Background: an optimization exercise with open tools, aiming at small area, a short achievable clock period and few clock cycles per item. Do not read the settings as production practice. In this exercise RTL edits were held to simulation tests only and were not proved equivalent to the original.

== main ==
Design rsa_key, start of the top module:
module rsa_key #(parameter WIDTH = 6) (
    input                    clk,
    input                    rst_n,
    input                    in_valid,
    output                   in_ready,
    input  [WIDTH-1:0]       IN_P,
    input  [WIDTH-1:0]       IN_Q,
    input  [WIDTH*2-1:0]     IN_E,
    output reg               out_valid,
    output reg [WIDTH*2-1:0] OUT_N,
    output reg [WIDTH*2-1:0] OUT_D
);
assign in_ready = 1'b1;
reg v0;
reg [5:0] p0, q0;
reg [11:0] e0;
always @(posedge clk or negedge rst_n)
    if (~rst_n) v0 <= 1'b0; else v0 <= in_valid;
always @(posedge clk) begin p0 <= IN_P; q0 <= IN_Q; e0 <= IN_E; end
wire [11:0] c_N, c_Eu, c_A0, c_B0;
rsa_prep u_prep (.p(p0), .q(q0), .N(c_N), .Eu(c_Eu));
rsa_cneg #(.W(12)) u_na (.x(c_Eu), .n(c_Eu[11]), .y(c_A0));
rsa_cneg #(.W(12)) u_nb (.x(e0), .n(e0[11]), .y(c_B0));
wire        c_sp0 = ~(c_Eu[11] ^ e0[11]);
wire [10:0] c1_Bw = c_B0;
wire [10:0] c2_A;
wire c3_q;
rsa_rrow #(.K(10), .W(11)) u_d0_k10 (.R(c_A0), .B(c1_Bw), .en((|c_B0 & ~|c_B0[11:1])), .RO(c2_A), .qo(c3_q));
wire [10:0] c4_Bw = c_B0;
wire [10:0] c5_A;
wire c6_q;
rsa_rrow #(.K(9), .W(11)) u_d0_k9 (.R(c2_A), .B(c4_Bw), .en((|c_B0 & ~|c_B0[11:2])), .RO(c5_A), .qo(c6_q));
wire [10:0] c7_Bw = c_B0;
wire [10:0] c8_A;
wire c9_q;
rsa_rrow #(.K(8), .W(11)) u_d0_k8 (.R(c5_A), .B(c7_Bw), .en((|c_B0 & ~|c_B0[11:3])), .RO(c8_A), .qo(c9_q));
wire [10:0] c10_Bw = c_B0;
wire [10:0] c11_A;
wire c12_q;
rsa_rrow #(.K(7), .W(11)) u_d0_k7 (.R(c8_A), .B(c10_Bw), .en((|c_B0 & ~|c_B0[11:4])), .RO(c11_A), .qo(c12_q));
wire [10:0] c13_Bw = c_B0;
wire [10:0] c14_A;
wire c15_q;
rsa_rrow #(.K(6), .W(11)) u_d0_k6 (.R(c11_A), .B(c13_Bw), .en((|c_B0 & ~|c_B0[11:5])), .RO(c14_A), .qo(c15_q));
wire [10:0] c16_Bw = c_B0;
wire [10:0] c17_A;
wire c18_q;
rsa_rrow #(.K(5), .W(11)) u_d0_k5 (.R(c14_A), .B(c16_Bw), .en((|c_B0 & ~|c_B0[11:6])), .RO(c17_A), .qo(c18_q));
wire [10:0] c19_Bw = c_B0;
wire [10:0] c20_A;
wire c21_q;
  ...
==> flow/config.mk <==
export PLATFORM = sky130hd
export DESIGN_NAME = rsa_key
export DESIGN_NICKNAME = rsa_key
export VERILOG_FILES = /design/flow/design.v
export SDC_FILE = /design/flow/constraint.sdc
export NUM_CORES = 4
export LEC_CHECK = 0
export ABC_AREA = 1
export CAP_MARGIN = 20
export CORE_MARGIN = 2
export CORE_UTILIZATION = 60
export CTS_CLUSTER_DIAMETER = 90
export CTS_CLUSTER_SIZE = 35
export SLEW_MARGIN = 20
==> flow/constraint.sdc <==
create_clock -name core_clock -period 210.0 [get_ports {clk}]
set_input_delay 42.0000 -clock core_clock [delete_from_list [all_inputs] [get_ports {clk}]]
set_output_delay 42.0000 -clock core_clock [all_outputs]
set_load 0.01 [all_outputs]
standard.sh (not shown) runs the stock make flow with config.mk's settings and CLKGATE_MAP_FILE= SYNTH_SCRIPT=/design/flow/synth_recipe.tcl, a recipe that flattens the netlist after the stock synthesis.
==> flow/flow/run.sh <==
#!/bin/bash
set -o pipefail
export BUFFER_PORTS_ARGS="-buffer_cell sky130_fd_sc_hd__buf_2"
export SYNTH_ARGS="-noabc"
plat=$(make -s -C "$FLOW_HOME" DESIGN_CONFIG="$PWD/config.mk" WORK_HOME="$PWD/orfs" print-DONT_USE_CELLS 2>print_dont_use.log | sed -n 's/^DONT_USE_CELLS: //p')
if [ -z "$plat" ]; then echo "could not read the platform's DONT_USE_CELLS" >&2; exit 1; fi
dont_use="$plat sky130_fd_sc_hd__ha_1 sky130_fd_sc_hd__ha_2 sky130_fd_sc_hd__ha_4"
echo "DONT_USE_CELLS=$dont_use" > dont_use.txt
bash standard.sh "DONT_USE_CELLS=$dont_use" finish > standard.log 2>&1
status=$?
tail -20 standard.log
exit $status
Testbench counts of main, summed over its fixed seeds: cycles 2,432, items 2,400.
diff inputs: main => the feature branch
diff --git a/flow/config.mk b/flow/config.mk
--- a/flow/config.mk
+++ b/flow/config.mk
@@ -11,4 +11,4 @@
 export CORE_UTILIZATION = 60
-export CTS_CLUSTER_DIAMETER = 90
-export CTS_CLUSTER_SIZE = 35
+export CTS_CLUSTER_DIAMETER = 100
+export CTS_CLUSTER_SIZE = 45
 export SLEW_MARGIN = 20
[summary]
main -> the feature branch: core occupancy in the finished layout flat
Compared main against the feature branch; sequential share of cell area within noise.
Diff the feature branch..main | final period demand of the worst path | unchanged
Count of multi-input gates came out exactly the same in the feature branch and main.
From main to the feature branch, cell count did not move at all.
Diff main..the feature branch | via count of the routed design | unchanged
Simple-gate portion of the synthesized area came out exactly the same in the feature branch and main.
Comparing main against the feature branch, there is no change at all in initial antenna violation count.
From the feature branch to main, wire length of the first global-routing pass did not move at all.
Reported for the feature branch and main, synthesized cell count turned out identical to the last digit.

## re-timing with driven ports
The results above use ideal ports. As a check the final layouts listed here were re-extracted and re-timed, cells and wires unchanged.
Step 1 (the two cells are an assumption about what drives the block):
set clk [get_ports {clk}]
set_driving_cell -lib_cell sky130_fd_sc_hd__clkbuf_16 $clk
set_driving_cell -lib_cell sky130_fd_sc_hd__buf_2 [delete_from_list [all_inputs] $clk]
Step 2 times the ports against the registers' clock, not the clock port: input delays grow and output delays shrink by t, the midpoint of the rising clock arrivals with the driver on.
a / b / c = ideal ports / drivers / drivers and shift; a / b = the first two.
run	t (ns)	slack for setup (ns)	worst setup path after step 2	worst slew at a driven data input, ns	pins driven straight from the clock port
main	0.508	167.058 / 167.004 / 167.512	register to output	0.03	1
the feature branch	0.508	167.058 / 167.004 / 167.512	register to output	0.03	1
After both steps every run listed still meets setup and hold.
